This is an optimization exercise on Yosys and OpenROAD, whose aim is small area, not a production implementation. Function was checked by simulation only, so behaviour that the tests miss may differ from the original. Power and IR drop assume default switching activity.

[design/flow/config.mk]
export PLATFORM = sky130hd
export DESIGN_NAME = uart_16550
export DESIGN_NICKNAME = uart_16550
export VERILOG_FILES = /design/flow/design.v
export SDC_FILE = /design/flow/constraint.sdc
export NUM_CORES = 4
export LEC_CHECK = 0
export CAP_MARGIN = 20
export CORE_MARGIN = 2
export CORE_UTILIZATION = 60
export CTS_BUF_LIST = sky130_fd_sc_hd__clkbuf_16
export CTS_CLUSTER_DIAMETER = 100
export CTS_CLUSTER_SIZE = 28
export PLACE_DENSITY = 0.75
export SLEW_MARGIN = 20
[design/flow/constraint.sdc]
create_clock -name core_clock -period 10.0 [get_ports {clk}]
set_input_delay 2.0000 -clock core_clock [delete_from_list [all_inputs] [get_ports {clk}]]
set_output_delay 2.0000 -clock core_clock [all_outputs]
set_load 0.01 [all_outputs]
[design/flow/design.v]
`timescale 1ns / 1ps
module baud_rate_generator (
    input        clk,
    input        rst,
    input        load_div,
    input  [7:0] dll,
    input  [7:0] dlm,
    output reg   tick16,
    output       baud_tick
);
    reg [15:0] cnt;      
    reg [3:0]  sub;
    reg        loaded;
    wire [15:0] div = loaded ? {dlm, dll} : 16'd651;
    wire        hit = (cnt == 16'd1);
    always @(posedge clk or posedge rst) begin
        if (rst) begin
            cnt    <= 16'd651;
            sub    <= 4'd0;
            tick16 <= 1'b0;
            loaded <= 1'b0;
        end else begin
            if (load_div) loaded <= 1'b1;
            if (load_div)  cnt <= {dlm, dll};
            else if (hit)  cnt <= div;
            else           cnt <= cnt - 16'd1;
            tick16 <= ~load_div & hit;
            if (load_div)  sub <= 4'd0;
            else if (hit)  sub <= sub + 4'd1;
        end
    end
    assign baud_tick = tick16 & (sub == 4'd0);
endmodule
`timescale 1ns / 1ps
module fifo (
    input        clk,
    input        rst,
    input        wr_en,
    input        rd_en,
    input  [7:0] din,
    output [7:0] dout,
    output       full,
    output       empty
);
    reg [127:0] mem;
    reg [4:0]   head;
    assign empty = head[4];
    assign full  = (head == 5'd15);
    assign dout  = mem[head[3:0]*8 +: 8];
    wire do_wr = wr_en & ~full;
    wire do_rd = rd_en & ~empty;
    always @(posedge clk)
        if (do_wr) mem <= {mem[119:0], din};
    always @(posedge clk or posedge rst) begin
        if (rst)
            head <= 5'h1f;
        else if (do_wr & ~do_rd)
            head <= head + 5'd1;
        else if (do_rd & ~do_wr)
            head <= head - 5'd1;
    end
endmodule
`timescale 1ns / 1ps
module registers (
    input            clk,
    input            rst,
    input            cs,
    input            wr,
    input      [2:0] addr,
    input      [7:0] wdata,
    output reg [7:0] dll,
    output reg [7:0] dlm,
    output reg [7:0] ier,
    output reg [7:0] lcr,
    output reg [7:0] scr,
    output reg       write_thr,
    output reg       load_div,
    output reg       frst_tx,
    output reg       frst_rx
);
    wire dlab = lcr[7];
    wire wen  = cs & wr;
    always @(posedge clk or posedge rst) begin
        if (rst) begin
            dll <= 8'd0;
            dlm <= 8'd0;
            ier <= 8'd0;
            lcr <= 8'd0;
            scr <= 8'd0;
            write_thr <= 1'b0;
            load_div  <= 1'b0;
            frst_tx   <= 1'b0;
            frst_rx   <= 1'b0;
        end else begin
            write_thr <= wen & (addr == 3'd0) & ~dlab;
            load_div  <= wen & (addr[2:1] == 2'd0) & dlab;
            frst_rx   <= wen & (addr == 3'd2) & wdata[1];
            frst_tx   <= wen & (addr == 3'd2) & wdata[2];
            if (wen & (addr == 3'd0) & dlab)  dll <= wdata;
            if (wen & (addr == 3'd1) & dlab)  dlm <= wdata;
            if (wen & (addr == 3'd1) & ~dlab) ier <= wdata;
            if (wen & (addr == 3'd3))         lcr <= wdata;
            if (wen & (addr == 3'd7))         scr <= wdata;
        end
    end
endmodule
`timescale 1ns / 1ps
module tx (
    input        clk,
    input        rst,
    input        baud_tick,
    input        fifo_empty,
    input  [7:0] fifo_dout,
    input  [7:0] lcr,
    output       pop,
    output       idle,
    output reg   stx
);
    localparam IDLE = 3'd0, START = 3'd1, DATA = 3'd2, PAR = 3'd3, STOP = 3'd4;
    reg [2:0] st;
    reg [2:0] bitc;
    reg [7:0] dat;
    reg       par;
    wire [2:0] last = {1'b1, lcr[1:0]};    
    assign idle = (st == IDLE);
    assign pop  = idle & ~fifo_empty;
    always @(posedge clk or posedge rst) begin
        if (rst) begin
            st  <= IDLE;
            par <= 1'b0;
        end else begin
            case (st)
                IDLE:  if (pop) st <= START;
                START: if (baud_tick) st <= DATA;
                DATA:  if (baud_tick && bitc == last) st <= lcr[3] ? PAR : STOP;
                PAR:   if (baud_tick) st <= STOP;
                STOP:  if (baud_tick) st <= IDLE;
                default: st <= st;
            endcase
            if (baud_tick && st == START && lcr[3])
                par <= lcr[4] ? ~^dat : ^dat;
        end
    end
    always @(posedge clk) begin
        if (pop) dat <= fifo_dout;
        if (baud_tick) begin
            if (st == START) bitc <= 3'd0;
            else if (st == DATA && bitc < last) bitc <= bitc + 3'd1;
        end
    end
    always @(*) begin
        case (st)
            START:   stx = 1'b0;
            DATA:    stx = dat[bitc];
            PAR:     stx = par;
            default: stx = 1'b1;
        endcase
    end
endmodule
`timescale 1ns / 1ps
module rx (
    input            clk,
    input            rst,
    input            tick16,
    input            srx,
    input      [7:0] lcr,
    output     [7:0] sh,
    output reg       done,
    output reg       ferr
);
    localparam IDLE = 2'd0, START = 2'd1, DATA = 2'd2, STOP = 2'd3;
    reg [1:0] sync;
    reg [1:0] st;
    reg [3:0] os;
    reg [2:0] bitc;
    reg [4:0] sh_lo;    
    reg [2:0] sh_hi;
    wire s = sync[1];
    always @(posedge clk) sync <= {sync[0], srx};
    wire [2:0] last = {1'b1, lcr[1:0]};
    wire smp  = tick16 & (os == 4'd8);
    wire bend = tick16 & (os == 4'd15);
    assign sh = {sh_hi, sh_lo};
    always @(posedge clk or posedge rst) begin
        if (rst) begin
            st    <= IDLE;
            done  <= 1'b0;
            ferr  <= 1'b0;
            sh_hi <= 3'd0;
        end else begin
            done <= (st == STOP) & bend;
            ferr <= smp & (((st == START) & s) | ((st == STOP) & ~s));
            case (st)
                IDLE:  if (~s) st <= START;
                START: if (smp) st <= s ? IDLE : DATA;
                DATA:  if (bend && bitc == last) st <= STOP;
                STOP:  if (bend) st <= IDLE;
            endcase
            if (st == DATA && smp) begin
                if (bitc == 3'd5) sh_hi[0] <= s;
                if (bitc == 3'd6) sh_hi[1] <= s;
                if (bitc == 3'd7) sh_hi[2] <= s;
            end
        end
    end
    always @(posedge clk) begin
        if (st == IDLE) begin
            if (~s) os <= 4'd0;
        end else if (tick16) begin
            os <= (st == START && os == 4'd8 && ~s) ? 4'd0 : os + 4'd1;
        end
        if (st == START && smp && ~s) bitc <= 3'd0;
        else if (st == DATA && bend && bitc != last) bitc <= bitc + 3'd1;
        if (st == DATA && smp) begin
            if (bitc == 3'd0) sh_lo[0] <= s;
            if (bitc == 3'd1) sh_lo[1] <= s;
            if (bitc == 3'd2) sh_lo[2] <= s;
            if (bitc == 3'd3) sh_lo[3] <= s;
            if (bitc == 3'd4) sh_lo[4] <= s;
        end
    end
endmodule
`timescale 1ns / 1ps
module uart_16550 (
    input         clk,
    input         rst,
    input         cs,
    input         wr,
    input  [2:0]  addr,
    input  [7:0]  wdata,
    output reg [7:0] rdata,
    output        irq,
    input         rx,
    output        tx,
    output        out1,
    output        out2
);
    wire [7:0] dll, dlm, ier, lcr, scr;
    wire       write_thr, load_div, frst_tx, frst_rx;
    wire       tick16, baud_tick;
    wire [7:0] txf_dout, rxf_dout, rsh;
    wire       txf_full, txf_empty, rxf_full, rxf_empty;
    wire       tx_pop, tx_idle;
    wire       rx_done, ferr;
    reg        rxf_wr;
    wire dlab     = lcr[7];
    wire read_rbr = cs & ~wr & (addr == 3'd0) & ~dlab;
    registers reg_file (
        .clk(clk), .rst(rst), .cs(cs), .wr(wr), .addr(addr), .wdata(wdata),
        .dll(dll), .dlm(dlm), .ier(ier), .lcr(lcr), .scr(scr),
        .write_thr(write_thr), .load_div(load_div), .frst_tx(frst_tx), .frst_rx(frst_rx)
    );
    baud_rate_generator baud_gen (
        .clk(clk), .rst(rst), .load_div(load_div), .dll(dll), .dlm(dlm),
        .tick16(tick16), .baud_tick(baud_tick)
    );
    fifo tx_fifo (
        .clk(clk), .rst(rst | frst_tx),
        .wr_en(write_thr), .rd_en(tx_pop), .din(wdata),
        .dout(txf_dout), .full(txf_full), .empty(txf_empty)
    );
    always @(posedge clk or posedge rst)
        if (rst) rxf_wr <= 1'b0;
        else     rxf_wr <= rx_done;
    fifo rx_fifo (
        .clk(clk), .rst(rst | frst_rx),
        .wr_en(rxf_wr), .rd_en(read_rbr), .din(rsh),
        .dout(rxf_dout), .full(rxf_full), .empty(rxf_empty)
    );
    tx transmitter (
        .clk(clk), .rst(rst), .baud_tick(baud_tick),
        .fifo_empty(txf_empty), .fifo_dout(txf_dout), .lcr(lcr),
        .pop(tx_pop), .idle(tx_idle), .stx(tx)
    );
    rx receiver (
        .clk(clk), .rst(rst), .tick16(tick16), .srx(rx), .lcr(lcr),
        .sh(rsh), .done(rx_done), .ferr(ferr)
    );
    wire [7:0] lsr = {1'b0, tx_idle & txf_empty, tx_idle, ferr, 1'b0, 1'b0,
                      rxf_full & rx_done, ~rxf_empty};
    always @(*) begin
        rdata = 8'd0;
        if (cs & ~wr) begin
            case (addr)
                3'd0: rdata = dlab ? dll : (rxf_empty ? 8'd0 : rxf_dout);
                3'd1: rdata = dlab ? dlm : ier;
                3'd2: rdata = 8'h04;
                3'd3: rdata = lcr;
                3'd5: rdata = lsr;
                3'd7: rdata = scr;
                default: rdata = 8'd0;
            endcase
        end
    end
    assign irq  = ~rxf_empty & ier[0];
    assign out1 = 1'b0;
    assign out2 = 1'b0;
endmodule
[design/flow/run.sh]
#!/bin/bash
# synth_recipe.tcl (not shown) runs the flow's synth.tcl, then flattens the netlist and writes it again
# the make line also repeats each setting of config.mk as NAME=value (left out here)
make -C /OpenROAD-flow-scripts/flow DESIGN_CONFIG=/design/flow/config.mk WORK_HOME=/design/flow/orfs CLKGATE_MAP_FILE= SYNTH_SCRIPT=/design/flow/synth_recipe.tcl finish
==> results of run 1 <==
[registers in the layout (all words and copies together) (netlist names), 8 cells and up, named ones only]
name,flops
baud_gen.cnt,16
tx_fifo.mem,128
reg_file.scr,8
reg_file.ier,8
rx_fifo.mem,128
reg_file.lcr,8
reg_file.dlm,8
reg_file.dll,8
transmitter.dat,8
[layout by cell type (no fill, tap or decap), types with 20 or more instances in the layout]
cell type / instances
inv_1: 33
nand2_1: 28
edfxtp_1: 276
o21ai_0: 33
ha_1: 23
dfrtp_1: 73
mux2_2: 54
nor2_1: 43
mux2i_1: 20
xnor2_1: 26
clkdlybuf4s50_1: 25
mux4_2: 70
a21oi_1: 31
nand3_1: 26
[kinds of logic after synthesis]
logic type                 share of synthesized area
AOI/OAI and AO/OA                             0.0431
xor gates and xnor gates                      0.0214
adders and majority gates                     0.0211
buffers and inverters                         0.0205
DFF                                            0.682
muxes                                          0.153
other                                       0.000241
and+or+nand+nor                               0.0583
[path summary, 6_finish.rpt]
check | from | end | slack (ns) | cells past startpoint
setup / recovery | addr[1] | rdata[3] | 3.13 | 6
max in group asynchronous | rst | reg_file.dlm[7] | 7.40 | 3
min in group asynchronous | reg_file.frst_rx | rx_fifo.head[0] | 0.53 | 1
hold reg to reg | receiver.sync[0] | receiver.sync[1] | 0.34 | 0
hold / removal | receiver.sync[0] | receiver.sync[1] | 0.34 | 0
setup reg to reg | tx_fifo.head[0] | tx_fifo.head[4] | 6.62 | 11
[per-layer routing]
layer | part of all wire | vias to the layer above | routed length, um
met1 | 0.47 | 4009 | 12700
met5 | 0 | - | 0
met4 | 0.015 | 0 | 401
met2 | 0.45 | 215 | 12100
met3 | 0.058 | 26 | 1570
li1 | - | 3581 | -
[area by class of cell]
type,count,area (sq um)
clock buffers,17,425
multi-input cells,487,4660
clock inverters,12,62.6
flip-flops and latches,369,10600
well taps,330,413
fillers,1722,8750
inverters,24,91.3
repair buffers,31,319
[worst register-to-register path, cell delays in order, from the launching register on]
cell and delay [ns]:
dfstp_2 0.54, buf_4 0.56, nand4_1 0.20, o21a_4 0.49
ha_1 0.36, inv_1 0.16, ha_1 0.30, a21o_1 0.19
a21oi_1 0.17, xnor2_1 0.08, nor2_1 0.12, xor2_1 0.17
[power by group through the flow]
stage | clock, uW | sequential (uW) | combinational, uW
after floorplan | 0 | 1850 | 676
after global placement | 0 | 2000 | 718
after detailed placement | 0 | 2000 | 726
after CTS | 794 | 1970 | 731
after global routing | 847 | 1990 | 795
final | 774 | 1970 | 719
[metrics by stage]
step	utilization	instances	worst slack, ns	power [uW]
2_1_floorplan	-	929	1.10	2530
3_3_place_gp	0.634	1240	3.27	2720
5_1_grt	0.655	1270	2.98	3630
4_1_cts	0.655	1270	3.17	3490
3_5_place_dp	0.635	1241	3.16	2730
6_report	0.655	1270	3.13	3460
==> report_table.html, run 1 <==
<table>
<tr><th>Metric</th><th>Value</th></tr>
<tr><th colspan="2">Timing</th></tr>
<tr><td>Max Freq</td><td>146 MHz</td></tr>
<tr><td>Setup Total Neg Slack</td><td>0 ns</td></tr>
<tr><td>Final Setup Violations</td><td>0</td></tr>
<tr><td>RSZ-0062 raised after global routing</td><td>false</td></tr>
<tr><td>Minimum clock period after layout</td><td>6.87 ns</td></tr>
<tr><td>Final-report max-slew violation count</td><td>0</td></tr>
<tr><td>Worst-margin pin slew</td><td>1.03 ns</td></tr>
<tr><td>Rel. slew slack</td><td>0.313</td></tr>
<tr><td>Final setup skew</td><td>a little over 0.03 ns</td></tr>
<tr><td>Share of the clock period used by the worst path after layout</td><td>0.687</td></tr>
<tr><td>Hold Slack</td><td>between 0.3 and 0.4 ns</td></tr>
<tr><td>Hold Violations, Final</td><td>0</td></tr>
<tr><th colspan="2">Pwr</th></tr>
<tr><td>VDD IR max</td><td>roughly 0.18 mV</td></tr>
<tr><td>Sequential power share</td><td>0.568</td></tr>
<tr><td>Sw power</td><td>976 uW</td></tr>
<tr><td>Leakage</td><td>around 0.0055 uW</td></tr>
<tr><td>Power density of the placed cells</td><td>around 210 mW/mm^2</td></tr>
<tr><td>Switch share</td><td>0.282</td></tr>
<tr><td>Combinational group share of total power</td><td>0.208</td></tr>
<tr><td>Int Power</td><td>between 2000 and 2500 uW</td></tr>
<tr><td>Proportion of power drawn by the clock network</td><td>0.224</td></tr>
<tr><th colspan="2">Routing</th></tr>
<tr><td>DRT Pass-1 Iters</td><td>5</td></tr>
<tr><td>Wire length per cell after detailed routing</td><td>roughly 21 um</td></tr>
<tr><td>Total Wirelength</td><td>about 27000 um</td></tr>
<tr><td>Number of nets with antenna violations after detailed routing</td><td>0</td></tr>
<tr><td>Vias</td><td>just under 8000</td></tr>
<tr><td>Number of DRC violations after detailed-routing iteration 0</td><td>about 740</td></tr>
<tr><td>Remaining design rule violation count</td><td>0</td></tr>
<tr><td>Via/cell ratio</td><td>between 6 and 7</td></tr>
<tr><th colspan="2">Floorplan</th></tr>
<tr><td>Die Span X</td><td>about 170 um</td></tr>
<tr><td>Die outline area</td><td>around 0.027 sq mm</td></tr>
<tr><td>Initial standard-cell utilization of the core</td><td>0.614</td></tr>
<tr><td>Area of the core</td><td>about 0.025 sq mm</td></tr>
<tr><td>Die height</td><td>~170 um</td></tr>
<tr><td>Number of top-level pins</td><td>28</td></tr>
<tr><td>Number of standard-cell rows in the floorplan</td><td>58</td></tr>
<tr><th colspan="2">Synthesis</th></tr>
<tr><td>Synth warn</td><td>6</td></tr>
<tr><td>Proportion of netlist area held by the largest area contributor</td><td>0.533</td></tr>
<tr><td>Most common cell in the synthesized netlist</td><td>edfxtp_1</td></tr>
<tr><td>Number of register bits inferred by synthesis</td><td>approximately 370</td></tr>
<tr><td>Syn Area/Cell</td><td>roughly 17 sq um</td></tr>
<tr><td>Async set-reset flop share out of synthesis</td><td>0.238</td></tr>
<tr><td>Most area-consuming cells after synthesis</td><td>edfxtp_1 53%, dfrtp_1 12%, mux4_2 10%</td></tr>
<tr><td>Post-synth EDFFs</td><td>276</td></tr>
<tr><td>Seq/Total Area, Yosys</td><td>0.682</td></tr>
<tr><td>Post-synthesis instance area</td><td>0.0156 sq mm</td></tr>
<tr><td>Mapped Cells</td><td>approximately 930</td></tr>
<tr><td>Post-synth top flop</td><td>edfxtp_1</td></tr>
<tr><td>Dominant cell type by area after synthesis</td><td>edfxtp_1</td></tr>
<tr><td>Leading post-synthesis cells by instance count</td><td>276 x edfxtp_1, 73 x dfrtp_1, 70 x mux4_2</td></tr>
<tr><td>Netlist cell types</td><td>between 60 and 70</td></tr>
<tr><th colspan="2">Placement</th></tr>
<tr><td>DP Wirelength</td><td>about 17000 um</td></tr>
<tr><td>Post-placement cell area</td><td>0.0161 sq mm</td></tr>
<tr><td>IO Port Bufs</td><td>25</td></tr>
<tr><td>Placer's final routability congestion estimate</td><td>0.871</td></tr>
<tr><th colspan="2">Global route</th></tr>
<tr><td>Global Route met3 Usage</td><td>0.0254</td></tr>
<tr><td>Overall global routing resource usage</td><td>0.205</td></tr>
<tr><td>Number of antenna violations at the first check in global routing</td><td>0</td></tr>
<tr><td>Most used routing layer in global routing</td><td>met1</td></tr>
<tr><td>Met1 routing resource usage after global routing</td><td>0.339</td></tr>
<tr><td>First-pass GRT wire length</td><td>43000 um</td></tr>
<tr><td>Remaining global-route overflow</td><td>0</td></tr>
<tr><td>Pin count of the biggest net entering global routing</td><td>just under 90</td></tr>
<tr><td>Via count of the first global-routing pass</td><td>7589</td></tr>
<tr><td>Global Route met2 Usage</td><td>0.300</td></tr>
<tr><th colspan="2">Clocking</th></tr>
<tr><td>Depth of the CTS H-tree</td><td>1</td></tr>
<tr><td>CTS Hold Buffers Added</td><td>0</td></tr>
<tr><td>Clk root buf</td><td>clkbuf_16</td></tr>
<tr><td>Number of sinks handled by clock tree synthesis</td><td>369</td></tr>
<tr><td>Clock tree from TritonCTS</td><td>built</td></tr>
<tr><td>Clock-pin slew of the registers on the worst-case setup and hold paths</td><td>roughly 0.1 ns</td></tr>
<tr><td>Clock latency on the worst-skew pair</td><td>a little over 0.5 ns</td></tr>
<tr><td>Post-CTS setup buffer count</td><td>0</td></tr>
<tr><td>Longest Clk Path Bufs</td><td>3</td></tr>
<tr><td>Number of buffers added by the clock tree synthesis step</td><td>17</td></tr>
<tr><td>CTS-repair resized insts</td><td>0</td></tr>
<tr><th colspan="2">Setup path</th></tr>
<tr><td>Slowest library cell on the worst path</td><td>clkdlybuf4s50_1</td></tr>
<tr><td>Crit-path max cell delay</td><td>around 0.85 ns</td></tr>
<tr><td>Category of cells accounting for the largest share of critical-path delay</td><td>buffers and inverters</td></tr>
<tr><td>Cell Chain, Critical Path</td><td>clkdlybuf4s50_1 -&gt; or3b_1 -&gt; nor4b_1 -&gt; a31oi_1 -&gt; o21ai_0 -&gt; clkdlybuf4s50_1</td></tr>
<tr><td>Maximum fanout encountered on the critical timing path</td><td>25</td></tr>
<tr><td>Element type at the critical path start</td><td>input pin</td></tr>
<tr><td>Required time of the critical path</td><td>about 8.0 ns</td></tr>
<tr><td>Count of buffer and inverter cells on the critical path</td><td>2</td></tr>
<tr><td>Cell occurring most often along the worst timing path</td><td>clkdlybuf4s50_1</td></tr>
<tr><td>Path type of the worst setup path</td><td>in -&gt; out</td></tr>
<tr><td>Worst Setup End Kind</td><td>primary output</td></tr>
<tr><td>Arrival time worst endpoint</td><td>~4.9 ns</td></tr>
<tr><th colspan="2">Run status</th></tr>
<tr><td>Run status</td><td>complete, no violations</td></tr>
<tr><th colspan="2">Cells and area</th></tr>
<tr><td>Layout-stage area growth over the synthesis result</td><td>6.60%</td></tr>
<tr><td>Antenna diodes</td><td>0</td></tr>
<tr><td>Design Area, Final</td><td>approximately 0.017 sq mm</td></tr>
<tr><td>Total Nets Final</td><td>between 900 and 1000</td></tr>
<tr><td>Proportion of layout cells with a drive suffix above 1</td><td>0.190</td></tr>
<tr><th colspan="2">Worst hold path</th></tr>
<tr><td>Class of the worst hold path</td><td>reg -&gt; reg</td></tr>
<tr><th colspan="2">Run</th></tr>
<tr><td>Max-capacitance violation count</td><td>0</td></tr>
</table>
==> run 2, diff against run 1 <==
--- a/design/flow/config.mk
+++ b/design/flow/config.mk
@@ -9,7 +9,7 @@
 export CORE_MARGIN = 2
 export CORE_UTILIZATION = 60
 export CTS_BUF_LIST = sky130_fd_sc_hd__clkbuf_16
-export CTS_CLUSTER_DIAMETER = 100
-export CTS_CLUSTER_SIZE = 28
+export CTS_CLUSTER_DIAMETER = 80
+export CTS_CLUSTER_SIZE = 22
 export PLACE_DENSITY = 0.75
 export SLEW_MARGIN = 20
==> report_table.html, run 2 <==
<table>
<tr><th>Metric</th><th>Value</th></tr>
<tr><th colspan="2">Clocking</th></tr>
<tr><td>CTS-repair resized insts</td><td>0</td></tr>
<tr><td>Number of buffers added by the clock tree synthesis step</td><td>20</td></tr>
<tr><td>Clk root buf</td><td>clkbuf_16</td></tr>
<tr><td>Post-CTS setup buffer count</td><td>0</td></tr>
<tr><td>CTS Hold Buffers Added</td><td>0</td></tr>
<tr><td>Depth of the CTS H-tree</td><td>1</td></tr>
<tr><td>Clock tree from TritonCTS</td><td>built</td></tr>
<tr><td>Number of sinks handled by clock tree synthesis</td><td>roughly 370</td></tr>
<tr><td>Clock latency on the worst-skew pair</td><td>~0.52 ns</td></tr>
<tr><td>Longest Clk Path Bufs</td><td>3</td></tr>
<tr><td>Clock-pin slew of the registers on the worst-case setup and hold paths</td><td>roughly 0.080 ns</td></tr>
<tr><th colspan="2">Synthesis</th></tr>
<tr><td>Most area-consuming cells after synthesis</td><td>edfxtp_1 53%, dfrtp_1 12%, mux4_2 10%</td></tr>
<tr><td>Post-synth top flop</td><td>edfxtp_1</td></tr>
<tr><td>Number of register bits inferred by synthesis</td><td>~370</td></tr>
<tr><td>Netlist cell types</td><td>66</td></tr>
<tr><td>Synth warn</td><td>6</td></tr>
<tr><td>Mapped Cells</td><td>928</td></tr>
<tr><td>Proportion of netlist area held by the largest area contributor</td><td>0.533</td></tr>
<tr><td>Seq/Total Area, Yosys</td><td>0.682</td></tr>
<tr><td>Dominant cell type by area after synthesis</td><td>edfxtp_1</td></tr>
<tr><td>Leading post-synthesis cells by instance count</td><td>276 x edfxtp_1, 73 x dfrtp_1, 70 x mux4_2</td></tr>
<tr><td>Syn Area/Cell</td><td>~17 sq um</td></tr>
<tr><td>Post-synth EDFFs</td><td>about 280</td></tr>
<tr><td>Post-synthesis instance area</td><td>0.0156 sq mm</td></tr>
<tr><td>Async set-reset flop share out of synthesis</td><td>0.238</td></tr>
<tr><td>Most common cell in the synthesized netlist</td><td>edfxtp_1</td></tr>
<tr><th colspan="2">Run</th></tr>
<tr><td>Max-capacitance violation count</td><td>0</td></tr>
<tr><th colspan="2">Cells and area</th></tr>
<tr><td>Proportion of layout cells with a drive suffix above 1</td><td>0.193</td></tr>
<tr><td>Layout filler cell count</td><td>between 1500 and 2000</td></tr>
<tr><td>Largest registers</td><td>rx_fifo.mem (128), tx_fifo.mem (128), baud_gen.cnt (16)</td></tr>
<tr><td>Layout-stage area growth over the synthesis result</td><td>7.29%</td></tr>
<tr><td>Core occupancy in the finished layout</td><td>0.659</td></tr>
<tr><td>Antenna diodes</td><td>0</td></tr>
<tr><td>Total Nets Final</td><td>roughly 970</td></tr>
<tr><td>Most frequent cells in the layout</td><td>276 x edfxtp_1, 73 x dfrtp_1, 70 x mux4_2</td></tr>
<tr><td>Most frequent standard cell in the layout excluding fill and tap cells</td><td>edfxtp_1</td></tr>
<tr><th colspan="2">Timing</th></tr>
<tr><td>Final setup skew</td><td>~0.017 ns</td></tr>
<tr><td>Max Freq</td><td>about 150 MHz</td></tr>
<tr><td>Final Setup Violations</td><td>0</td></tr>
<tr><td>Rel. slew slack</td><td>0.313</td></tr>
<tr><td>Setup slack after layout</td><td>between 3 and 4 ns</td></tr>
<tr><td>Setup Total Neg Slack</td><td>0 ns</td></tr>
<tr><td>Hold Slack</td><td>about 0.34 ns</td></tr>
<tr><td>RSZ-0062 raised after global routing</td><td>false</td></tr>
<tr><td>Hold Violations, Final</td><td>0</td></tr>
<tr><td>Minimum clock period after layout</td><td>between 6 and 7 ns</td></tr>
<tr><td>Worst-margin pin slew</td><td>just over 1 ns</td></tr>
<tr><td>Final-report max-slew violation count</td><td>0</td></tr>
<tr><td>Share of the clock period used by the worst path after layout</td><td>0.685</td></tr>
<tr><th colspan="2">Floorplan</th></tr>
<tr><td>Die Span X</td><td>about 170 um</td></tr>
<tr><td>Initial standard-cell utilization of the core</td><td>0.614</td></tr>
<tr><td>Die height</td><td>165 um</td></tr>
<tr><td>Area of the core</td><td>0.0253 sq mm</td></tr>
<tr><td>Number of standard-cell rows in the floorplan</td><td>58</td></tr>
<tr><td>Number of top-level pins</td><td>28</td></tr>
<tr><td>Die outline area</td><td>around 0.027 sq mm</td></tr>
<tr><th colspan="2">Worst hold path</th></tr>
<tr><td>WHS Path Cells</td><td>0</td></tr>
<tr><td>Class of the worst hold path</td><td>reg -&gt; reg</td></tr>
<tr><th colspan="2">Placement</th></tr>
<tr><td>IO Port Bufs</td><td>25</td></tr>
<tr><td>Minimum setup slack after placement</td><td>~3.2 ns</td></tr>
<tr><td>DP Wirelength</td><td>16800 um</td></tr>
<tr><td>Placer's final routability congestion estimate</td><td>0.871</td></tr>
<tr><th colspan="2">Routing</th></tr>
<tr><td>Via/cell ratio</td><td>between 6 and 7</td></tr>
<tr><td>Number of nets with antenna violations after detailed routing</td><td>0</td></tr>
<tr><td>Remaining design rule violation count</td><td>0</td></tr>
<tr><td>Vias</td><td>between 7000 and 8000</td></tr>
<tr><td>DRT Pass-1 Iters</td><td>4</td></tr>
<tr><td>Number of DRC violations after detailed-routing iteration 0</td><td>roughly 760</td></tr>
<tr><td>Wire length per cell after detailed routing</td><td>about 21 um</td></tr>
<tr><td>Total Wirelength</td><td>~27000 um</td></tr>
<tr><th colspan="2">Setup path</th></tr>
<tr><td>Cell occurring most often along the worst timing path</td><td>clkdlybuf4s50_1</td></tr>
<tr><td>Arrival time worst endpoint</td><td>between 4 and 5 ns</td></tr>
<tr><td>Maximum fanout encountered on the critical timing path</td><td>25</td></tr>
<tr><td>Element type at the critical path start</td><td>input pin</td></tr>
<tr><td>Worst Setup End Kind</td><td>primary output</td></tr>
<tr><td>Cell Chain, Critical Path</td><td>clkdlybuf4s50_1 -&gt; or3b_1 -&gt; nor4b_1 -&gt; a31oi_1 -&gt; o21ai_0 -&gt; clkdlybuf4s50_1</td></tr>
<tr><td>Required time of the critical path</td><td>about 8 ns</td></tr>
<tr><td>Path type of the worst setup path</td><td>in -&gt; out</td></tr>
<tr><td>Crit-path max cell delay</td><td>0.85 ns</td></tr>
<tr><td>Slowest library cell on the worst path</td><td>clkdlybuf4s50_1</td></tr>
<tr><td>Number of cells on the worst reg-to-reg path</td><td>10</td></tr>
<tr><th colspan="2">Global route</th></tr>
<tr><td>Pin count of the biggest net entering global routing</td><td>87</td></tr>
<tr><td>Remaining global-route overflow</td><td>0</td></tr>
<tr><td>Number of antenna violations at the first check in global routing</td><td>0</td></tr>
<tr><td>Overall global routing resource usage</td><td>0.207</td></tr>
<tr><td>Via count of the first global-routing pass</td><td>between 7000 and 8000</td></tr>
<tr><td>First-pass GRT wire length</td><td>~43000 um</td></tr>
<tr><th colspan="2">Run status</th></tr>
<tr><td>Run status</td><td>complete, no violations</td></tr>
<tr><th colspan="2">Pwr</th></tr>
<tr><td>Power density of the placed cells</td><td>212 mW/mm^2</td></tr>
<tr><td>Leakage</td><td>0.00556 uW</td></tr>
<tr><td>VDD IR max</td><td>between 0.15 and 0.2 mV</td></tr>
</table>
==> run 2: power by group <==
group | switching, uW | internal (uW)
combinational | 314 | 405
clock | 459 | 396
sequential | 210 | 1760
==> run 2: final timing paths <==
check / start / slack, ns / endpoint
setup reg to reg: tx_fifo.head[1] / 6.61 / tx_fifo.head[4]
min in group asynchronous: reg_file.frst_rx / 0.55 / rx_fifo.head[0]
setup / recovery: addr[1] / 3.15 / rdata[3]
max in group asynchronous: rst / 7.39 / baud_gen.loaded
hold reg to reg: receiver.sync[0] / 0.34 / receiver.sync[1]
hold / removal: receiver.sync[0] / 0.34 / receiver.sync[1]
==> run 2: layout make-up <==
type | instances | area [sq um] | share of cell area
flip-flops and latches | 369 | 10600 | 0.636
multi-input cells | 487 | 4660 | 0.279
clock buffers | 21 | 526 | 0.0315
well taps | 330 | 413 | 0.0247
repair buffers | 31 | 319 | 0.0191
inverters | 24 | 91.3 | 0.00547
clock inverters | 15 | 70.1 | 0.00420
==> run 2: worst max-delay path, delay by kind of cell <==
| family | cells | cell delay [ns] |
|---|---|---|
| and+or+nand+nor | 2 | 1.02 |
| buffers and inverters | 2 | 1.47 |
| AOI/OAI and AO/OA | 2 | 0.34 |
==> run 2: cells by family after synthesis <==
logic type,share of synthesized area
xor+xnor,0.0214
simple gates,0.0583
compound gates,0.0431
fa+ha+maj,0.0211
buf+inv,0.0205
mux,0.153
flops,0.682
other cells,0.000241
==> run 2: metal layers <==
metal / part of all wire / up-vias / wire length, um / global-route usage
met3: 0.045 / 28 / 1200 / 0.0249
met2: 0.45 / 175 / 12200 / 0.301
li1: - / 3588 / - / -
met5: 0 / - / 0 / 0
met1: 0.48 / 4084 / 13000 / 0.342
met4: 0.018 / 0 / 486 / 0.0439
==> run 2: stage by stage <==
stage	std cells	total power, uW	instance area (sq um)
2_1_floorplan	929	2530	15600
3_3_place_gp	1240	2720	16100
3_5_place_dp	1241	2730	16100
4_1_cts	1277	3580	16700
5_1_grt	1277	3720	16700
6_report	1277	3540	16700
==> run 3, diff against run 2 <==
==> design/flow/flow/run.sh (new file) <==
#!/bin/bash
# Layout flow: the standard ORFS flow (standard.sh) with three changes.
#  1. Synthesis is synth_recipe.tcl unchanged except that Yosys's abc pass maps
#     the combinational logic with flow/area.abc, an area-oriented ABC script,
#     instead of ORFS's speed script. Registers are mapped before abc runs, so
#     they are the same cells with the same names as in the standard synthesis.
#  2. CTS uses clkbuf_16 only, with larger sink clusters, and no dummy loads.
#  3. The port buffers are buf_1 cells.
# Every tool's output goes to orfs/logs (ORFS's own per-step logs) and to
# flow.log in this folder.
set -euo pipefail
W=$(pwd)

{
  printf 'proc abc {args} {\n'
  printf '  set i [lsearch -exact $args -script]\n'
  printf '  if {$i >= 0} { lset args [expr {$i + 1}] %s }\n' "$W/flow/area.abc"
  printf '  yosys abc {*}$args\n'
  printf '}\n'
  cat synth_recipe.tcl
} > own_synth.tcl
sed "s#$W/synth_recipe.tcl#$W/own_synth.tcl#g" standard.sh > own_standard.sh
grep -q own_synth.tcl own_standard.sh

export CTS_ARGS="-sink_clustering_enable -repair_clock_nets -dont_use_dummy_load -buf_list sky130_fd_sc_hd__clkbuf_16 -sink_clustering_size 22 -sink_clustering_max_diameter 80"
export BUFFER_PORTS_ARGS="-buffer_cell sky130_fd_sc_hd__buf_1"

bash own_standard.sh > flow.log 2>&1
test -f out/final.def
==> design/flow/flow/area.abc (new file) <==
strash
dc2
dch -f
amap
==> design/flow/standard.sh (new file) <==
#!/bin/bash
# synth_recipe.tcl (not shown) runs the flow's synth.tcl, then flattens the netlist and writes it again
# the make line also repeats each setting of config.mk as NAME=value (left out here)
make -C /OpenROAD-flow-scripts/flow DESIGN_CONFIG=/design/flow/config.mk WORK_HOME=/design/flow/orfs CLKGATE_MAP_FILE= SYNTH_SCRIPT=/design/flow/synth_recipe.tcl "${@:-finish}"
--- a/design/flow/config.mk
+++ b/design/flow/config.mk
@@ -8,8 +8,5 @@
 export CAP_MARGIN = 20
 export CORE_MARGIN = 2
 export CORE_UTILIZATION = 60
-export CTS_BUF_LIST = sky130_fd_sc_hd__clkbuf_16
-export CTS_CLUSTER_DIAMETER = 80
-export CTS_CLUSTER_SIZE = 22
 export PLACE_DENSITY = 0.75
 export SLEW_MARGIN = 20
removed: design/flow/run.sh
==> report_table.html, run 3 <==
<table>
<tr><th>Metric</th><th>Value</th></tr>
<tr><th colspan="2">Run status</th></tr>
<tr><td>Run status</td><td>complete, no violations</td></tr>
<tr><th colspan="2">Synthesis</th></tr>
<tr><td>Post-synth top flop</td><td>edfxtp_1</td></tr>
<tr><td>Most common cell in the synthesized netlist</td><td>edfxtp_1</td></tr>
<tr><td>Fraction of the mapped netlist area in simple logic gates</td><td>0.0657</td></tr>
<tr><td>Number of register bits inferred by synthesis</td><td>369</td></tr>
<tr><td>Post-synth EDFFs</td><td>roughly 280</td></tr>
<tr><td>Proportion of netlist area held by the largest area contributor</td><td>0.553</td></tr>
<tr><td>Seq/Total Area, Yosys</td><td>0.707</td></tr>
<tr><td>Most area-consuming cells after synthesis</td><td>edfxtp_1 55%, dfrtp_1 12%, o22ai_1 5.3%</td></tr>
<tr><td>Syn Area/Cell</td><td>between 10 and 15 sq um</td></tr>
<tr><td>Compound-gate portion of the synthesized area</td><td>0.173</td></tr>
<tr><td>Post-synthesis instance area</td><td>about 0.015 sq mm</td></tr>
<tr><td>Post-synthesis share of cell area spent on full adders, half adders and majority gates</td><td>0.0219</td></tr>
<tr><td>Netlist cell types</td><td>48</td></tr>
<tr><td>Area share of xor/xnor cells in the synthesized design</td><td>0.00117</td></tr>
<tr><td>Async set-reset flop share out of synthesis</td><td>0.238</td></tr>
<tr><td>Share of cell area taken by muxes after synthesis</td><td>0</td></tr>
<tr><td>Synth warn</td><td>6</td></tr>
<tr><td>Mapped Cells</td><td>about 1100</td></tr>
<tr><td>Largest family of logic cells by synthesized area</td><td>compound AO/OA/AOI/OAI gates</td></tr>
<tr><td>Dominant cell type by area after synthesis</td><td>edfxtp_1</td></tr>
<tr><td>Leading post-synthesis cells by instance count</td><td>276 x edfxtp_1, 126 x o22ai_1, 119 x clkinv_1</td></tr>
<tr><th colspan="2">Setup path</th></tr>
<tr><td>Maximum fanout encountered on the critical timing path</td><td>9</td></tr>
<tr><td>Path type of the worst setup path</td><td>in -&gt; out</td></tr>
<tr><td>Required time of the critical path</td><td>around 8.0 ns</td></tr>
<tr><td>Slowest library cell on the worst path</td><td>nor3_1</td></tr>
<tr><td>Cell Chain, Critical Path</td><td>buf_1 -&gt; clkinv_1 -&gt; nand3_1 -&gt; nor3_1 -&gt; clkinv_1 -&gt; nor2_1 -&gt; o31ai_1 -&gt; a21oi_1 -&gt; buf_1</td></tr>
<tr><td>Crit-path max cell delay</td><td>0.53 ns</td></tr>
<tr><td>Worst Setup End Kind</td><td>primary output</td></tr>
<tr><td>Launch point of the critical path</td><td>addr[0]</td></tr>
<tr><td>Element type at the critical path start</td><td>input pin</td></tr>
<tr><td>Category of cells accounting for the largest share of critical-path delay</td><td>simple AND/OR/NAND/NOR gates</td></tr>
<tr><td>Logic depth of the worst setup path including buffers</td><td>9</td></tr>
<tr><td>Number of cells on the worst reg-to-reg path</td><td>11</td></tr>
<tr><td>FF-to-FF Start</td><td>tx_fifo.head[1]</td></tr>
<tr><td>Arrival time worst endpoint</td><td>~4 ns</td></tr>
<tr><td>Count of buffer and inverter cells on the critical path</td><td>4</td></tr>
<tr><th colspan="2">Routing</th></tr>
<tr><td>Remaining design rule violation count</td><td>0</td></tr>
<tr><td>Via/cell ratio</td><td>between 6 and 7</td></tr>
<tr><td>Number of DRC violations after detailed-routing iteration 0</td><td>between 1000 and 1500</td></tr>
<tr><td>Number of nets with antenna violations after detailed routing</td><td>0</td></tr>
<tr><td>DRT Pass-1 Iters</td><td>6</td></tr>
<tr><td>Total Wirelength</td><td>roughly 32000 um</td></tr>
<tr><td>Vias</td><td>slightly below 10000</td></tr>
<tr><td>Wire length per cell after detailed routing</td><td>around 21 um</td></tr>
<tr><th colspan="2">Pwr</th></tr>
<tr><td>Combinational group share of total power</td><td>0.247</td></tr>
<tr><td>Proportion of power drawn by the clock network</td><td>0.220</td></tr>
<tr><td>Switch share</td><td>0.325</td></tr>
<tr><td>VDD IR max</td><td>roughly 0.16 mV</td></tr>
<tr><td>Leakage</td><td>~0.005 uW</td></tr>
<tr><td>Sw power</td><td>~1200 uW</td></tr>
<tr><td>Power consumption</td><td>3670 uW</td></tr>
<tr><td>Sequential power share</td><td>0.534</td></tr>
<tr><td>Int Power</td><td>roughly 2500 uW</td></tr>
<tr><td>Power density of the placed cells</td><td>approximately 230 mW/mm^2</td></tr>
<tr><th colspan="2">Cells and area</th></tr>
<tr><td>Layout-stage area growth over the synthesis result</td><td>7.27%</td></tr>
<tr><td>Largest registers</td><td>rx_fifo.mem (128), tx_fifo.mem (128), baud_gen.cnt (16)</td></tr>
<tr><td>Proportion of layout cells with a drive suffix above 1</td><td>0.0411</td></tr>
<tr><td>Design Area, Final</td><td>about 0.016 sq mm</td></tr>
<tr><td>Total Nets Final</td><td>around 1200</td></tr>
<tr><td>Most frequent standard cell in the layout excluding fill and tap cells</td><td>edfxtp_1</td></tr>
<tr><td>Most frequent cells in the layout</td><td>276 x edfxtp_1, 126 x o22ai_1, 118 x clkinv_1</td></tr>
<tr><td>Layout filler cell count</td><td>approximately 1800</td></tr>
<tr><th colspan="2">Floorplan</th></tr>
<tr><td>Die height</td><td>between 150 and 200 um</td></tr>
<tr><td>Die outline area</td><td>about 0.026 sq mm</td></tr>
<tr><td>Area of the core</td><td>around 0.024 sq mm</td></tr>
<tr><td>Number of top-level pins</td><td>28</td></tr>
<tr><td>Initial standard-cell utilization of the core</td><td>0.613</td></tr>
<tr><td>Die Span X</td><td>between 150 and 200 um</td></tr>
<tr><td>Number of standard-cell rows in the floorplan</td><td>57</td></tr>
<tr><th colspan="2">Worst hold path</th></tr>
<tr><td>Class of the worst hold path</td><td>reg -&gt; reg</td></tr>
<tr><td>Hold path startpoint</td><td>receiver.sync[0]</td></tr>
<tr><td>WHS Path Cells</td><td>0</td></tr>
<tr><th colspan="2">Clocking</th></tr>
<tr><td>Post-CTS setup buffer count</td><td>0</td></tr>
<tr><td>CTS-repair resized insts</td><td>0</td></tr>
<tr><td>Depth of the CTS H-tree</td><td>1</td></tr>
<tr><td>CTS Hold Buffers Added</td><td>0</td></tr>
<tr><td>Number of sinks handled by clock tree synthesis</td><td>369</td></tr>
<tr><td>Longest Clk Path Bufs</td><td>3</td></tr>
<tr><td>Number of buffers added by the clock tree synthesis step</td><td>20</td></tr>
<tr><td>Clock-pin slew of the registers on the worst-case setup and hold paths</td><td>0.08 ns</td></tr>
<tr><td>Clk root buf</td><td>clkbuf_16</td></tr>
<tr><td>Clock tree from TritonCTS</td><td>built</td></tr>
<tr><td>Clock latency on the worst-skew pair</td><td>roughly 0.52 ns</td></tr>
<tr><th colspan="2">Global route</th></tr>
<tr><td>First-pass GRT wire length</td><td>between 50000 and 60000 um</td></tr>
<tr><td>Overall global routing resource usage</td><td>0.242</td></tr>
<tr><td>Remaining global-route overflow</td><td>0</td></tr>
<tr><td>Number of antenna violations at the first check in global routing</td><td>1</td></tr>
<tr><td>Via count of the first global-routing pass</td><td>~9300</td></tr>
<tr><td>Pin count of the biggest net entering global routing</td><td>90</td></tr>
<tr><th colspan="2">Placement</th></tr>
<tr><td>IO Port Bufs</td><td>25</td></tr>
<tr><td>Post-placement cell area</td><td>approximately 0.016 sq mm</td></tr>
<tr><td>DP Wirelength</td><td>20200 um</td></tr>
<tr><td>Placer's final routability congestion estimate</td><td>roughly 0.9</td></tr>
<tr><th colspan="2">Timing</th></tr>
<tr><td>Final setup skew</td><td>~0.017 ns</td></tr>
<tr><td>Setup Total Neg Slack</td><td>0 ns</td></tr>
<tr><td>RSZ-0062 raised after global routing</td><td>false</td></tr>
<tr><td>Minimum clock period after layout</td><td>roughly 5.9 ns</td></tr>
<tr><td>Rel. slew slack</td><td>0.289</td></tr>
<tr><td>Share of the clock period used by the worst path after layout</td><td>0.591</td></tr>
<tr><td>Max Freq</td><td>about 170 MHz</td></tr>
<tr><td>Final Setup Violations</td><td>0</td></tr>
<tr><td>Worst-margin pin slew</td><td>1.07 ns</td></tr>
<tr><td>Hold Violations, Final</td><td>0</td></tr>
<tr><td>Final-report max-slew violation count</td><td>0</td></tr>
<tr><th colspan="2">Run</th></tr>
<tr><td>Max-capacitance violation count</td><td>0</td></tr>
</table>
## run 3: cell types whose count changed in the layout (fill, tap and decap cells not counted), moves of 24 or more
cell	change
clkinv_1	+117
mux2_2	-54
mux4_2	-70
o221ai_1	+45
o22ai_1	+122
clkdlybuf4s50_1	-25
buf_1	+25
nand2_1	+24
inv_1	-35
xnor2_1	-24
nor2_1	+48
## run 3: through the flow
stage	instances	utilization	worst slack, ns	hold slack, ns
after floorplan	1115	-	2.04	0.310
after global placement	1471	0.636	4.23	0.315
after detailed placement	1471	0.636	4.16	0.323
final	1493	0.658	4.09	0.344
after global routing	1492	0.657	3.88	0.345
after CTS	1491	0.656	4.13	0.343
## run 3: worst reg2reg max path, cell delays in order (launching register included)
cell and delay, ns:
dfstp_2 0.98, clkinv_1 0.93, o41a_2 1.17, ha_1 0.43, clkinv_1 0.13, ha_1 0.29
a21o_1 0.19, a21oi_1 0.18, nor2_1 0.06, a211oi_1 0.32, nand2_1 0.09, o21ai_0 0.09
## run 3: layer usage
| layer | GRT usage | routed length [um] | part of all wire | vias up |
|---|---|---|---|---|
| met5 | 0 | 0 | 0 | - |
| li1 | - | - | - | 4503 |
| met4 | 0.0680 | 668 | 0.021 | 0 |
| met2 | 0.366 | 14500 | 0.46 | 399 |
| met3 | 0.0442 | 2550 | 0.080 | 49 |
| met1 | 0.367 | 13900 | 0.44 | 4739 |
## run 3: cell families after synthesis
kind of cell	Yosys count
adders and majority gates	25
DFF	369
other	1
AOI/OAI and AO/OA	374
and+or+nand+nor	222
xor gates and xnor gates	2
buffers and inverters	121
## run 3: worst paths after layout
| kind | slack (ns) | end |
|---|---|---|
| setup / recovery | 4.09 | rdata[4] |
| hold / removal | 0.34 | receiver.sync[1] |
| setup reg to reg | 5.08 | tx_fifo.head[4] |
| hold reg to reg | 0.34 | receiver.sync[1] |
| max in group asynchronous | 7.26 | reg_file.dll[0] |
| min in group asynchronous | 0.59 | rx_fifo.head[2] |
## run 3: area by class of cell
class / count / area, sq um / area share
flip-flops and latches: 369 / 10600 / 0.660
diodes: 1 / 2.50 / 0.000156
well taps: 324 / 405 / 0.0252
repair buffers: 35 / 189 / 0.0117
inverters: 119 / 447 / 0.0278
clock buffers: 20 / 500 / 0.0311
multi-input cells: 625 / 3930 / 0.244
## run 3: power groups by stage
stage	combinational [uW]	sequential, uW	clock [uW]
after global routing	1000	1970	863
after detailed placement	890	1980	0
after global placement	871	1980	0
after CTS	895	1950	819
after floorplan	610	1940	0
final	904	1960	806
==> run 4, diff against run 3 <==
--- a/design/flow/flow/run.sh
+++ b/design/flow/flow/run.sh
@@ -22,7 +22,7 @@
 sed "s#$W/synth_recipe.tcl#$W/own_synth.tcl#g" standard.sh > own_standard.sh
 grep -q own_synth.tcl own_standard.sh
 
-export CTS_ARGS="-sink_clustering_enable -repair_clock_nets -dont_use_dummy_load -buf_list sky130_fd_sc_hd__clkbuf_16 -sink_clustering_size 22 -sink_clustering_max_diameter 80"
+export CTS_ARGS="-sink_clustering_enable -repair_clock_nets -dont_use_dummy_load -buf_list sky130_fd_sc_hd__clkbuf_16 -sink_clustering_size 30 -sink_clustering_max_diameter 100"
 export BUFFER_PORTS_ARGS="-buffer_cell sky130_fd_sc_hd__buf_1"
 
 bash own_standard.sh > flow.log 2>&1
==> report_table.html, run 4 <==
<table>
<tr><th>Metric</th><th>Value</th></tr>
<tr><th colspan="2">Run status</th></tr>
<tr><td>Run status</td><td>complete, no violations</td></tr>
<tr><th colspan="2">Timing</th></tr>
<tr><td>Setup Total Neg Slack</td><td>0 ns</td></tr>
<tr><td>Setup slack after layout</td><td>4.11 ns</td></tr>
<tr><td>Final setup skew</td><td>between 0.05 and 0.06 ns</td></tr>
<tr><td>RSZ-0062 raised after global routing</td><td>false</td></tr>
<tr><td>Final Setup Violations</td><td>0</td></tr>
<tr><td>Max Freq</td><td>about 170 MHz</td></tr>
<tr><td>Minimum clock period after layout</td><td>just under 6 ns</td></tr>
<tr><td>Worst-margin pin slew</td><td>around 1.1 ns</td></tr>
<tr><td>Hold Slack</td><td>between 0.3 and 0.4 ns</td></tr>
<tr><td>Rel. slew slack</td><td>0.286</td></tr>
<tr><td>Final-report max-slew violation count</td><td>0</td></tr>
<tr><td>Share of the clock period used by the worst path after layout</td><td>0.589</td></tr>
<tr><td>Hold Violations, Final</td><td>0</td></tr>
<tr><th colspan="2">Synthesis</th></tr>
<tr><td>Mapped Cells</td><td>1114</td></tr>
<tr><td>Number of register bits inferred by synthesis</td><td>~370</td></tr>
<tr><td>Most common cell in the synthesized netlist</td><td>edfxtp_1</td></tr>
<tr><td>Seq/Total Area, Yosys</td><td>0.707</td></tr>
<tr><td>Syn Area/Cell</td><td>13.5 sq um</td></tr>
<tr><td>Dominant cell type by area after synthesis</td><td>edfxtp_1</td></tr>
<tr><td>Netlist cell types</td><td>48</td></tr>
<tr><td>Post-synth top flop</td><td>edfxtp_1</td></tr>
<tr><td>Synth warn</td><td>6</td></tr>
<tr><td>Leading post-synthesis cells by instance count</td><td>276 x edfxtp_1, 126 x o22ai_1, 119 x clkinv_1</td></tr>
<tr><td>Most area-consuming cells after synthesis</td><td>edfxtp_1 55%, dfrtp_1 12%, o22ai_1 5.3%</td></tr>
<tr><td>Post-synth EDFFs</td><td>about 280</td></tr>
<tr><td>Post-synthesis instance area</td><td>about 0.015 sq mm</td></tr>
<tr><td>Async set-reset flop share out of synthesis</td><td>0.238</td></tr>
<tr><td>Proportion of netlist area held by the largest area contributor</td><td>0.553</td></tr>
<tr><th colspan="2">Routing</th></tr>
<tr><td>Wire length per cell after detailed routing</td><td>roughly 21 um</td></tr>
<tr><td>DRT Pass-1 Iters</td><td>5</td></tr>
<tr><td>Via/cell ratio</td><td>around 6.5</td></tr>
<tr><td>Vias</td><td>approximately 9700</td></tr>
<tr><td>Length of routed met3 wiring</td><td>between 2000 and 2500 um</td></tr>
<tr><td>Remaining design rule violation count</td><td>0</td></tr>
<tr><td>Number of nets with antenna violations after detailed routing</td><td>0</td></tr>
<tr><td>Top Metal Used</td><td>met4</td></tr>
<tr><td>Total met2 wirelength after detailed routing</td><td>14400 um</td></tr>
<tr><td>Number of DRC violations after detailed-routing iteration 0</td><td>around 1200</td></tr>
<tr><td>Total Wirelength</td><td>31400 um</td></tr>
<tr><td>Wl on met1</td><td>13800 um</td></tr>
<tr><th colspan="2">Clocking</th></tr>
<tr><td>Number of sinks handled by clock tree synthesis</td><td>369</td></tr>
<tr><td>CTS-repair resized insts</td><td>0</td></tr>
<tr><td>Number of buffers added by the clock tree synthesis step</td><td>16</td></tr>
<tr><td>Clock latency on the worst-skew pair</td><td>about 0.52 ns</td></tr>
<tr><td>Post-CTS setup buffer count</td><td>0</td></tr>
<tr><td>CTS Hold Buffers Added</td><td>0</td></tr>
<tr><td>Depth of the CTS H-tree</td><td>1</td></tr>
<tr><td>Clock tree from TritonCTS</td><td>built</td></tr>
<tr><td>Longest Clk Path Bufs</td><td>3</td></tr>
<tr><td>Clk root buf</td><td>clkbuf_16</td></tr>
<tr><td>Clock-pin slew of the registers on the worst-case setup and hold paths</td><td>around 0.11 ns</td></tr>
<tr><th colspan="2">Pwr</th></tr>
<tr><td>Power density of the placed cells</td><td>roughly 220 mW/mm^2</td></tr>
<tr><td>Leakage</td><td>0.00509 uW</td></tr>
<tr><td>Power consumption</td><td>between 3000 and 4000 uW</td></tr>
<tr><td>VDD IR max</td><td>0.173 mV</td></tr>
<tr><th colspan="2">Setup path</th></tr>
<tr><td>Element type at the critical path start</td><td>input pin</td></tr>
<tr><td>Maximum fanout encountered on the critical timing path</td><td>9</td></tr>
<tr><td>Required time of the critical path</td><td>roughly 8 ns</td></tr>
<tr><td>Arrival time worst endpoint</td><td>3.89 ns</td></tr>
<tr><td>Path type of the worst setup path</td><td>in -&gt; out</td></tr>
<tr><td>Worst Setup End Kind</td><td>primary output</td></tr>
<tr><th colspan="2">Placement</th></tr>
<tr><td>Post-placement cell area</td><td>0.0156 sq mm</td></tr>
<tr><td>DP Wirelength</td><td>about 20000 um</td></tr>
<tr><td>Minimum setup slack after placement</td><td>roughly 4.2 ns</td></tr>
<tr><td>IO Port Bufs</td><td>25</td></tr>
<tr><td>Placer's final routability congestion estimate</td><td>slightly above 0.9</td></tr>
<tr><th colspan="2">Floorplan</th></tr>
<tr><td>Area of the core</td><td>about 0.024 sq mm</td></tr>
<tr><td>Initial standard-cell utilization of the core</td><td>0.613</td></tr>
<tr><td>Die Span X</td><td>between 150 and 200 um</td></tr>
<tr><td>Number of top-level pins</td><td>28</td></tr>
<tr><td>Die outline area</td><td>roughly 0.026 sq mm</td></tr>
<tr><td>Number of standard-cell rows in the floorplan</td><td>57</td></tr>
<tr><td>Die height</td><td>between 150 and 200 um</td></tr>
<tr><th colspan="2">Global route</th></tr>
<tr><td>Remaining global-route overflow</td><td>0</td></tr>
<tr><td>First-pass GRT wire length</td><td>approximately 50000 um</td></tr>
<tr><td>Overall global routing resource usage</td><td>0.240</td></tr>
<tr><td>Pin count of the biggest net entering global routing</td><td>90</td></tr>
<tr><td>Number of antenna violations at the first check in global routing</td><td>1</td></tr>
<tr><td>Via count of the first global-routing pass</td><td>9187</td></tr>
<tr><th colspan="2">Cells and area</th></tr>
<tr><td>Most frequent standard cell in the layout excluding fill and tap cells</td><td>edfxtp_1</td></tr>
<tr><td>Layout-stage area growth over the synthesis result</td><td>6.60%</td></tr>
<tr><td>Design Area, Final</td><td>~0.016 sq mm</td></tr>
<tr><td>Largest registers</td><td>rx_fifo.mem (128), tx_fifo.mem (128), baud_gen.cnt (16)</td></tr>
<tr><td>Most frequent cells in the layout</td><td>276 x edfxtp_1, 126 x o22ai_1, 118 x clkinv_1</td></tr>
<tr><td>Total Nets Final</td><td>~1200</td></tr>
<tr><td>Proportion of layout cells with a drive suffix above 1</td><td>0.0378</td></tr>
<tr><th colspan="2">Run</th></tr>
<tr><td>Max-capacitance violation count</td><td>0</td></tr>
<tr><th colspan="2">Worst hold path</th></tr>
<tr><td>Class of the worst hold path</td><td>reg -&gt; reg</td></tr>
</table>
[run 4: cell types whose count changed in the layout (fill, tap and decap cells not counted), sizes merged]
| cell | previous run | this run |
|---|---|---|
| clkbuf | 20 | 16 |
[run 4: cells by family (layout without fill, tap and decap cells)]
| family | count (synthesis) | count (layout) | share of synthesized area |
|---|---|---|---|
| AOI/OAI and AO/OA | 374 | 374 | 0.173 |
| xor gates and xnor gates | 2 | 2 | 0.00117 |
| adders and majority gates | 25 | 25 | 0.0219 |
| buffers and inverters | 121 | 170 | 0.0308 |
| DFF | 369 | 369 | 0.707 |
| other | 1 | 3 | 0.000250 |
| and+or+nand+nor | 222 | 222 | 0.0657 |
[run 4: stage by stage]
stage	instances	util
3_5_place_dp	1471	0.636
4_1_cts	1487	0.652
3_3_place_gp	1471	0.636
2_1_floorplan	1115	-
6_report	1489	0.653
5_1_grt	1488	0.653
[run 4: path summary, 6_finish.rpt]
path	end	startpoint	cells past startpoint	slack, ns
max in group asynchronous	baud_gen.cnt[5]	rst	3	7.22
min	receiver.sync[1]	receiver.sync[0]	0	0.35
min in group asynchronous	rx_fifo.head[4]	reg_file.frst_rx	1	0.60
min reg2reg	receiver.sync[1]	receiver.sync[0]	0	0.35
max	rdata[4]	addr[0]	9	4.11
max reg2reg	tx_fifo.head[4]	tx_fifo.head[1]	11	5.16
[run 4: per-layer routing]
layer / up-vias / track usage
met1: 4787 / 0.369
met5: - / 0
li1: 4500 / -
met4: 0 / 0.0640
met3: 57 / 0.0452
met2: 353 / 0.357
[run 4: critical path: stages]
cell and delay, ns:
buf_1 0.11, clkinv_1 0.11, nand3_1 0.27, nor3_1 0.54, clkinv_1 0.26, nor2_1 0.15
o31ai_1 0.09, a21oi_1 0.15, buf_1 0.19
[run 4: cell type report]
| class | instances | area [sq um] |
|---|---|---|
| flip-flops and latches | 369 | 10600 |
| fillers | 1783 | 8480 |
| multi-input cells | 625 | 3930 |
| inverters | 119 | 447 |
| well taps | 324 | 405 |
| clock buffers | 16 | 400 |
| repair buffers | 35 | 189 |
| diodes | 1 | 2.50 |
[run 4: power by group]
group,leakage [uW],switching [uW],internal [uW]
logic,0.00138,565,335
clock network,0.000197,433,290
registers,0.00351,175,1780
==> run 5, diff against run 4 <==
--- a/design/flow/flow/run.sh
+++ b/design/flow/flow/run.sh
@@ -22,7 +22,7 @@
 sed "s#$W/synth_recipe.tcl#$W/own_synth.tcl#g" standard.sh > own_standard.sh
 grep -q own_synth.tcl own_standard.sh
 
-export CTS_ARGS="-sink_clustering_enable -repair_clock_nets -dont_use_dummy_load -buf_list sky130_fd_sc_hd__clkbuf_16 -sink_clustering_size 30 -sink_clustering_max_diameter 100"
+export CTS_ARGS="-sink_clustering_enable -repair_clock_nets -dont_use_dummy_load -buf_list sky130_fd_sc_hd__clkbuf_8 -sink_clustering_size 14 -sink_clustering_max_diameter 60"
 export BUFFER_PORTS_ARGS="-buffer_cell sky130_fd_sc_hd__buf_1"
 
 bash own_standard.sh > flow.log 2>&1
==> report_table.html, run 5 <==
<table>
<tr><th>Metric</th><th>Value</th></tr>
<tr><th colspan="2">Floorplan</th></tr>
<tr><td>Area of the core</td><td>roughly 0.024 sq mm</td></tr>
<tr><td>Number of top-level pins</td><td>28</td></tr>
<tr><td>Die height</td><td>162 um</td></tr>
<tr><td>Die Span X</td><td>approximately 160 um</td></tr>
<tr><td>Number of standard-cell rows in the floorplan</td><td>57</td></tr>
<tr><td>Initial standard-cell utilization of the core</td><td>0.613</td></tr>
<tr><td>Die outline area</td><td>approximately 0.026 sq mm</td></tr>
<tr><th colspan="2">Synthesis</th></tr>
<tr><td>Number of register bits inferred by synthesis</td><td>369</td></tr>
<tr><td>Post-synth top flop</td><td>edfxtp_1</td></tr>
<tr><td>Dominant cell type by area after synthesis</td><td>edfxtp_1</td></tr>
<tr><td>Netlist cell types</td><td>between 40 and 50</td></tr>
<tr><td>Proportion of netlist area held by the largest area contributor</td><td>0.553</td></tr>
<tr><td>Most common cell in the synthesized netlist</td><td>edfxtp_1</td></tr>
<tr><td>Post-synth EDFFs</td><td>around 280</td></tr>
<tr><td>Synth warn</td><td>6</td></tr>
<tr><td>Leading post-synthesis cells by instance count</td><td>276 x edfxtp_1, 126 x o22ai_1, 119 x clkinv_1</td></tr>
<tr><td>Mapped Cells</td><td>1114</td></tr>
<tr><td>Async set-reset flop share out of synthesis</td><td>0.238</td></tr>
<tr><td>Post-synthesis instance area</td><td>around 0.015 sq mm</td></tr>
<tr><td>Syn Area/Cell</td><td>between 10 and 15 sq um</td></tr>
<tr><td>Most area-consuming cells after synthesis</td><td>edfxtp_1 55%, dfrtp_1 12%, o22ai_1 5.3%</td></tr>
<tr><td>Seq/Total Area, Yosys</td><td>0.707</td></tr>
<tr><th colspan="2">Setup path</th></tr>
<tr><td>Required time of the critical path</td><td>about 8.0 ns</td></tr>
<tr><td>Setup slack on the worst flop-to-flop path</td><td>5.09 ns</td></tr>
<tr><td>Endpoint of the worst setup timing path</td><td>rdata[4]</td></tr>
<tr><td>FF-to-FF Start</td><td>tx_fifo.head[1]</td></tr>
<tr><td>Cell Chain, Critical Path</td><td>buf_1 -&gt; clkinv_1 -&gt; nand3_1 -&gt; nor3_1 -&gt; clkinv_1 -&gt; nor2_1 -&gt; o31ai_1 -&gt; a21oi_1 -&gt; buf_1</td></tr>
<tr><td>R2r endpoint</td><td>tx_fifo.head[4]</td></tr>
<tr><td>Arrival time worst endpoint</td><td>roughly 3.9 ns</td></tr>
<tr><td>Number of cells on the worst reg-to-reg path</td><td>11</td></tr>
<tr><td>Slowest library cell on the worst path</td><td>nor3_1</td></tr>
<tr><td>Crit-path max cell delay</td><td>0.53 ns</td></tr>
<tr><td>Launch point of the critical path</td><td>addr[0]</td></tr>
<tr><td>Maximum fanout encountered on the critical timing path</td><td>9</td></tr>
<tr><td>Element type at the critical path start</td><td>input pin</td></tr>
<tr><td>Worst Setup End Kind</td><td>primary output</td></tr>
<tr><td>Path type of the worst setup path</td><td>in -&gt; out</td></tr>
<tr><th colspan="2">Pwr</th></tr>
<tr><td>Sw power</td><td>approximately 1200 uW</td></tr>
<tr><td>Switch share</td><td>0.333</td></tr>
<tr><td>Combinational group share of total power</td><td>0.252</td></tr>
<tr><td>Sequential power share</td><td>0.548</td></tr>
<tr><td>Proportion of power drawn by the clock network</td><td>0.200</td></tr>
<tr><td>Int Power</td><td>2380 uW</td></tr>
<tr><td>VDD IR max</td><td>about 0.16 mV</td></tr>
<tr><td>Power density of the placed cells</td><td>223 mW/mm^2</td></tr>
<tr><td>Leakage</td><td>between 0.005 and 0.006 uW</td></tr>
<tr><th colspan="2">Clocking</th></tr>
<tr><td>Number of sinks handled by clock tree synthesis</td><td>between 300 and 400</td></tr>
<tr><td>Depth of the CTS H-tree</td><td>1</td></tr>
<tr><td>Clock tree from TritonCTS</td><td>built</td></tr>
<tr><td>Clk root buf</td><td>clkbuf_8</td></tr>
<tr><td>Post-CTS setup buffer count</td><td>0</td></tr>
<tr><td>Longest Clk Path Bufs</td><td>3</td></tr>
<tr><td>CTS Hold Buffers Added</td><td>0</td></tr>
<tr><td>Clock-pin slew of the registers on the worst-case setup and hold paths</td><td>~0.090 ns</td></tr>
<tr><td>Number of buffers added by the clock tree synthesis step</td><td>30</td></tr>
<tr><td>CTS-repair resized insts</td><td>0</td></tr>
<tr><td>Clock latency on the worst-skew pair</td><td>~0.59 ns</td></tr>
<tr><th colspan="2">Worst hold path</th></tr>
<tr><td>Hold path startpoint</td><td>receiver.sync[0]</td></tr>
<tr><td>Class of the worst hold path</td><td>reg -&gt; reg</td></tr>
<tr><th colspan="2">Cells and area</th></tr>
<tr><td>Most frequent standard cell in the layout excluding fill and tap cells</td><td>edfxtp_1</td></tr>
<tr><td>Area of the multi-input gates</td><td>between 0.003 and 0.004 sq mm</td></tr>
<tr><td>Proportion of layout cells with a drive suffix above 1</td><td>0.0492</td></tr>
<tr><td>Total Nets Final</td><td>between 1000 and 1500</td></tr>
<tr><td>Non-filler instance count after layout</td><td>roughly 1500</td></tr>
<tr><td>Sequential cell area</td><td>~0.011 sq mm</td></tr>
<tr><td>Layout-stage area growth over the synthesis result</td><td>6.62%</td></tr>
<tr><td>Most frequent cells in the layout</td><td>276 x edfxtp_1, 126 x o22ai_1, 118 x clkinv_1</td></tr>
<tr><td>Layout filler cell count</td><td>~1800</td></tr>
<tr><td>Antenna diodes</td><td>0</td></tr>
<tr><td>Largest registers</td><td>rx_fifo.mem (128), tx_fifo.mem (128), baud_gen.cnt (16)</td></tr>
<tr><th colspan="2">Routing</th></tr>
<tr><td>Remaining design rule violation count</td><td>0</td></tr>
<tr><td>Top Metal Used</td><td>met4</td></tr>
<tr><td>Total Wirelength</td><td>around 32000 um</td></tr>
<tr><td>Wire length per cell after detailed routing</td><td>around 21 um</td></tr>
<tr><td>Number of nets with antenna violations after detailed routing</td><td>0</td></tr>
<tr><td>DRT Pass-1 Iters</td><td>5</td></tr>
<tr><td>Number of DRC violations after detailed-routing iteration 0</td><td>approximately 1200</td></tr>
<tr><td>Via/cell ratio</td><td>between 6 and 7</td></tr>
<tr><td>Total met2 wirelength after detailed routing</td><td>approximately 14000 um</td></tr>
<tr><td>Wl on met1</td><td>14100 um</td></tr>
<tr><td>Vias</td><td>approximately 10000</td></tr>
<tr><td>Length of routed met3 wiring</td><td>approximately 2500 um</td></tr>
<tr><th colspan="2">Run status</th></tr>
<tr><td>Run status</td><td>complete, no violations</td></tr>
<tr><th colspan="2">Timing</th></tr>
<tr><td>Share of the clock period used by the worst path after layout</td><td>0.588</td></tr>
<tr><td>Max Freq</td><td>170 MHz</td></tr>
<tr><td>Hold Violations, Final</td><td>0</td></tr>
<tr><td>RSZ-0062 raised after global routing</td><td>false</td></tr>
<tr><td>Minimum clock period after layout</td><td>a little under 6 ns</td></tr>
<tr><td>Final Setup Violations</td><td>0</td></tr>
<tr><td>Setup Total Neg Slack</td><td>0 ns</td></tr>
<tr><td>Final setup skew</td><td>approximately 0.023 ns</td></tr>
<tr><td>Rel. slew slack</td><td>0.292</td></tr>
<tr><td>Worst-margin pin slew</td><td>around 1.1 ns</td></tr>
<tr><td>Final-report max-slew violation count</td><td>0</td></tr>
<tr><th colspan="2">Placement</th></tr>
<tr><td>DP Wirelength</td><td>20200 um</td></tr>
<tr><td>IO Port Bufs</td><td>25</td></tr>
<tr><td>Placer's final routability congestion estimate</td><td>~0.9</td></tr>
<tr><td>Placed cell count</td><td>1471</td></tr>
<tr><th colspan="2">Run</th></tr>
<tr><td>Max-capacitance violation count</td><td>0</td></tr>
<tr><th colspan="2">Global route</th></tr>
<tr><td>First-pass GRT wire length</td><td>between 50000 and 60000 um</td></tr>
<tr><td>Overall global routing resource usage</td><td>0.243</td></tr>
<tr><td>Number of antenna violations at the first check in global routing</td><td>0</td></tr>
<tr><td>Pin count of the biggest net entering global routing</td><td>90</td></tr>
<tr><td>Via count of the first global-routing pass</td><td>~9400</td></tr>
<tr><td>Remaining global-route overflow</td><td>0</td></tr>
</table>
[run 5: cell counts after synthesis]
No cell type changed its count.
[run 5: worst min-delay path by stage]
stage	end	slack, ns	cells past startpoint
finish	receiver.sync[1]	0.33	0
global route	receiver.sync[1]	0.34	0
CTS	receiver.sync[1]	0.34	0
detailed placement	receiver.sync[1]	0.32	0
global placement	receiver.sync[1]	0.31	0
floorplan	receiver.sync[1]	0.31	0
[run 5: critical path: cells and delay by family]
family / cells / cell delay [ns]
simple gates: 3 / 0.96
buf+inv: 4 / 0.67
compound gates: 2 / 0.24
[run 5: power by group through the flow]
stage	sequential, uW	clock [uW]	combinational, uW
3_3_place_gp	1980	0	871
2_1_floorplan	1940	0	610
4_1_cts	1950	731	893
3_5_place_dp	1980	0	890
5_1_grt	1970	781	998
6_report	1960	714	901
[run 5: cells by family (layout without fill, tap and decap cells)]
family	Yosys count	after routing	synth area share
other	1	2	0.000250
AND/OR/NAND/NOR	222	222	0.0657
flip-flops	369	369	0.707
adder cells (fa/ha/maj)	25	25	0.0219
buffers and inverters	121	184	0.0308
XOR/XNOR	2	2	0.00117
AO/OA/AOI/OAI	374	374	0.173
[run 5: final cells by class]
class | count | area share
clock buffer | 30 | 0.0258
tap | 324 | 0.0254
inverter | 119 | 0.0279
multi-input combinational | 625 | 0.246
timing repair buffer | 35 | 0.0113
sequential | 369 | 0.664
[run 5: metrics by stage]
stage	cell area (sq um)	hold slack (ns)	power, uW	setup WS (ns)	utilization
2_1_floorplan	15000	0.310	2550	2.04	-
5_1_grt	16000	0.338	3750	3.84	0.654
4_1_cts	16000	0.339	3580	4.13	0.653
6_report	16000	0.334	3570	4.12	0.654
3_3_place_gp	15600	0.315	2850	4.23	0.636
3_5_place_dp	15600	0.323	2870	4.16	0.636
[run 5: per-layer routing]
layer  GRT usage  vias up
met3      0.0449       70
met2       0.363      400
met5           0        -
met4      0.0716        0
met1       0.371     4733
li1            -     4530

Check on run 5: ideal ports give 4.118 ns setup slack; a clkbuf_16 on the clock port and buf_2 on the inputs give 4.096 ns; moving port delays by the midpoint clock arrival (0.627 ns) as well gives 4.096 ns.
